This is an optimization exercise on Yosys and OpenROAD, whose aim is small area, a short achievable clock period and few clock cycles per item, not a production implementation.
The RTL was checked by simulation tests, not by an equivalence proof against the original design.

## fir_top
module fir_top (
    input  wire       clk,
    input  wire       resetN,
    input  wire       sampleClk,
    input  wire [7:0] sample,
    output wire [7:0] sum,
    output reg        dav
);
Size in the first run: roughly 700 cells after synthesis, roughly 150 flip-flops, roughly 20 I/O pins, about 9900 sq um of cells after synthesis.
export LEC_CHECK = 0
export CAP_MARGIN = 20
export CORE_MARGIN = 2
export CORE_UTILIZATION = 65
export CTS_BUF_LIST = sky130_fd_sc_hd__clkbuf_8
export CTS_CLUSTER_SIZE = 30
export SETUP_SLACK_MARGIN = 5
export SLEW_MARGIN = 20
export SYNTH_HIERARCHICAL = 1
create_clock -name core_clock -period 10.0 [get_ports {clk}]
run.sh (not shown) runs the stock make flow with config.mk's settings and CLKGATE_MAP_FILE= SYNTH_SCRIPT=/design/flow/synth_recipe.tcl, a recipe that flattens the netlist after the stock synthesis.
The baseline passed the timing, design-rule and antenna checks.
Testbench counts at the start, summed over its fixed seeds: cycles 12,008, items 12,000.
Rerun with:
==> flow/flow/run.sh (new file) <==
#!/bin/bash
# The standard layout (the standard.sh: ORFS from synthesis to the final
# layout) with timing repair aiming at a larger setup margin than the flow
# settings allow. ORFS writes each tool's log under orfs/logs; make's own
# output goes to flow_make.log here.
set -euo pipefail
bash standard.sh SETUP_SLACK_MARGIN=5.6 finish > flow_make.log 2>&1
==> flow/standard.sh (new file) <==
#!/bin/bash
# synth_recipe.tcl (not shown) runs the flow's synth.tcl, then flattens the netlist and writes it again
# the make line also repeats each setting of config.mk as NAME=value (left out here)
make -C /OpenROAD-flow-scripts/flow DESIGN_CONFIG=/design/flow/config.mk WORK_HOME=/design/flow/orfs CLKGATE_MAP_FILE= SYNTH_SCRIPT=/design/flow/synth_recipe.tcl "${@:-finish}"
removed: flow/run.sh
What happened:
- routed wire length goes up by 0.89%
- global-route usage does not change
- synthesized area does not change
- non-clock buffer count went up by 1
- count of clock-buffer cells in the layout is unchanged
- worst hold slack is about the same

========
Another version of the RTL of fir_top (not shown whole).
Size in the first run: ~160 flip-flops, roughly 20 I/O pins, ~10000 um2 of cells after synthesis.
==> flow/config.mk <==
export PLATFORM = sky130hd
export DESIGN_NAME = fir_top
export DESIGN_NICKNAME = fir_top
export VERILOG_FILES = /design/flow/design.v
export SDC_FILE = /design/flow/constraint.sdc
export NUM_CORES = 4
export LEC_CHECK = 0
export CAP_MARGIN = 20
export CORE_MARGIN = 2
export CORE_UTILIZATION = 65
export CTS_BUF_LIST = sky130_fd_sc_hd__clkbuf_8
export CTS_CLUSTER_SIZE = 30
export SETUP_SLACK_MARGIN = 5
export SLEW_MARGIN = 20
export SYNTH_HIERARCHICAL = 1
==> flow/constraint.sdc <==
create_clock -name core_clock -period 10.0 [get_ports {clk}]
set_input_delay 2.0000 -clock core_clock [delete_from_list [all_inputs] [get_ports {clk}]]
set_output_delay 2.0000 -clock core_clock [all_outputs]
set_load 0.01 [all_outputs]
standard.sh (not shown) runs the stock make flow with config.mk's settings and CLKGATE_MAP_FILE= SYNTH_SCRIPT=/design/flow/synth_recipe.tcl, a recipe that flattens the netlist after the stock synthesis.
==> flow/flow/run.sh <==
#!/bin/bash
# The standard layout (the standard.sh: ORFS from synthesis to the final
# layout), with timing repair aiming at a larger setup margin than the flow
# settings allow and the port buffers made of sky130_fd_sc_hd__buf_2. make's
# output goes to flow_make.log; each ORFS step writes its own log under
# orfs/logs, copied here at the end.
set -euo pipefail
bash standard.sh SETUP_SLACK_MARGIN=6.2 "BUFFER_PORTS_ARGS=-buffer_cell sky130_fd_sc_hd__buf_2" finish > flow_make.log 2>&1
cp orfs/logs/*/fir_top/base/*.log . 2>/dev/null || true
Testbench counts at the start, summed over its fixed seeds: cycles 12,008, items 12,000.
Edit:
--- a/flow/flow/run.sh
+++ b/flow/flow/run.sh
@@ -7,3 +7,3 @@
 set -euo pipefail
-bash standard.sh SETUP_SLACK_MARGIN=6.2 "BUFFER_PORTS_ARGS=-buffer_cell sky130_fd_sc_hd__buf_2" finish > flow_make.log 2>&1
+bash standard.sh SETUP_SLACK_MARGIN=6.0 "BUFFER_PORTS_ARGS=-buffer_cell sky130_fd_sc_hd__buf_2" finish > flow_make.log 2>&1
 cp orfs/logs/*/fir_top/base/*.log . 2>/dev/null || true
- CORE_UTILIZATION: 65 -> 55
Synthesized area is unchanged.
Utilization fell by 13 points.
Worst setup slack improves by 0.021 ns.
Via count goes down by 2.8%.
Synthesized cell count does not change.
First-iteration DRC count came out higher by 29%.
Routed wire length drops by 2.2%.
Sequential share of layout area went up by 0.98 points.
Clock-buffer cell count is unchanged.
Hold slack improved by 0.0093 ns.

## static timing again, ports no longer ideal
In the flow no input, the clock included, has a driving cell. The finished layouts below were timed again as built, in two steps.
Step 1 sets driving cells, clkbuf_16 on the clock port and buf_2 on the other inputs (assumed; they add their load-dependent delay and slew).
Step 2, shift: input delay + t, output delay - t, t = (earliest + latest rising clock arrival at the registers) / 2. This alone moves slack from input paths to output paths.
a / b / c = ideal / step 1 / step 2; a / b = the first two.
run	t (ns)	slack for setup (ns)	worst slew at a driven data input, ns	pins driven straight from the clock port
the first run of note 1	0.482	5.602 / 5.602 / 5.351	0.03	1
the second run of note 1	0.490	5.749 / 5.749 / 5.347	0.03	1
the first run of note 2	0.489	6.071 / 6.032 / 5.853	0.03	1
the second run of note 2	0.489	6.091 / 6.052 / 5.702	0.03	1
After both steps every run listed still meets setup and hold. For the second run of note 1, which loses most, drivers alone change the setup slack by 0.000 ns; drivers and shift together by -0.402 ns.
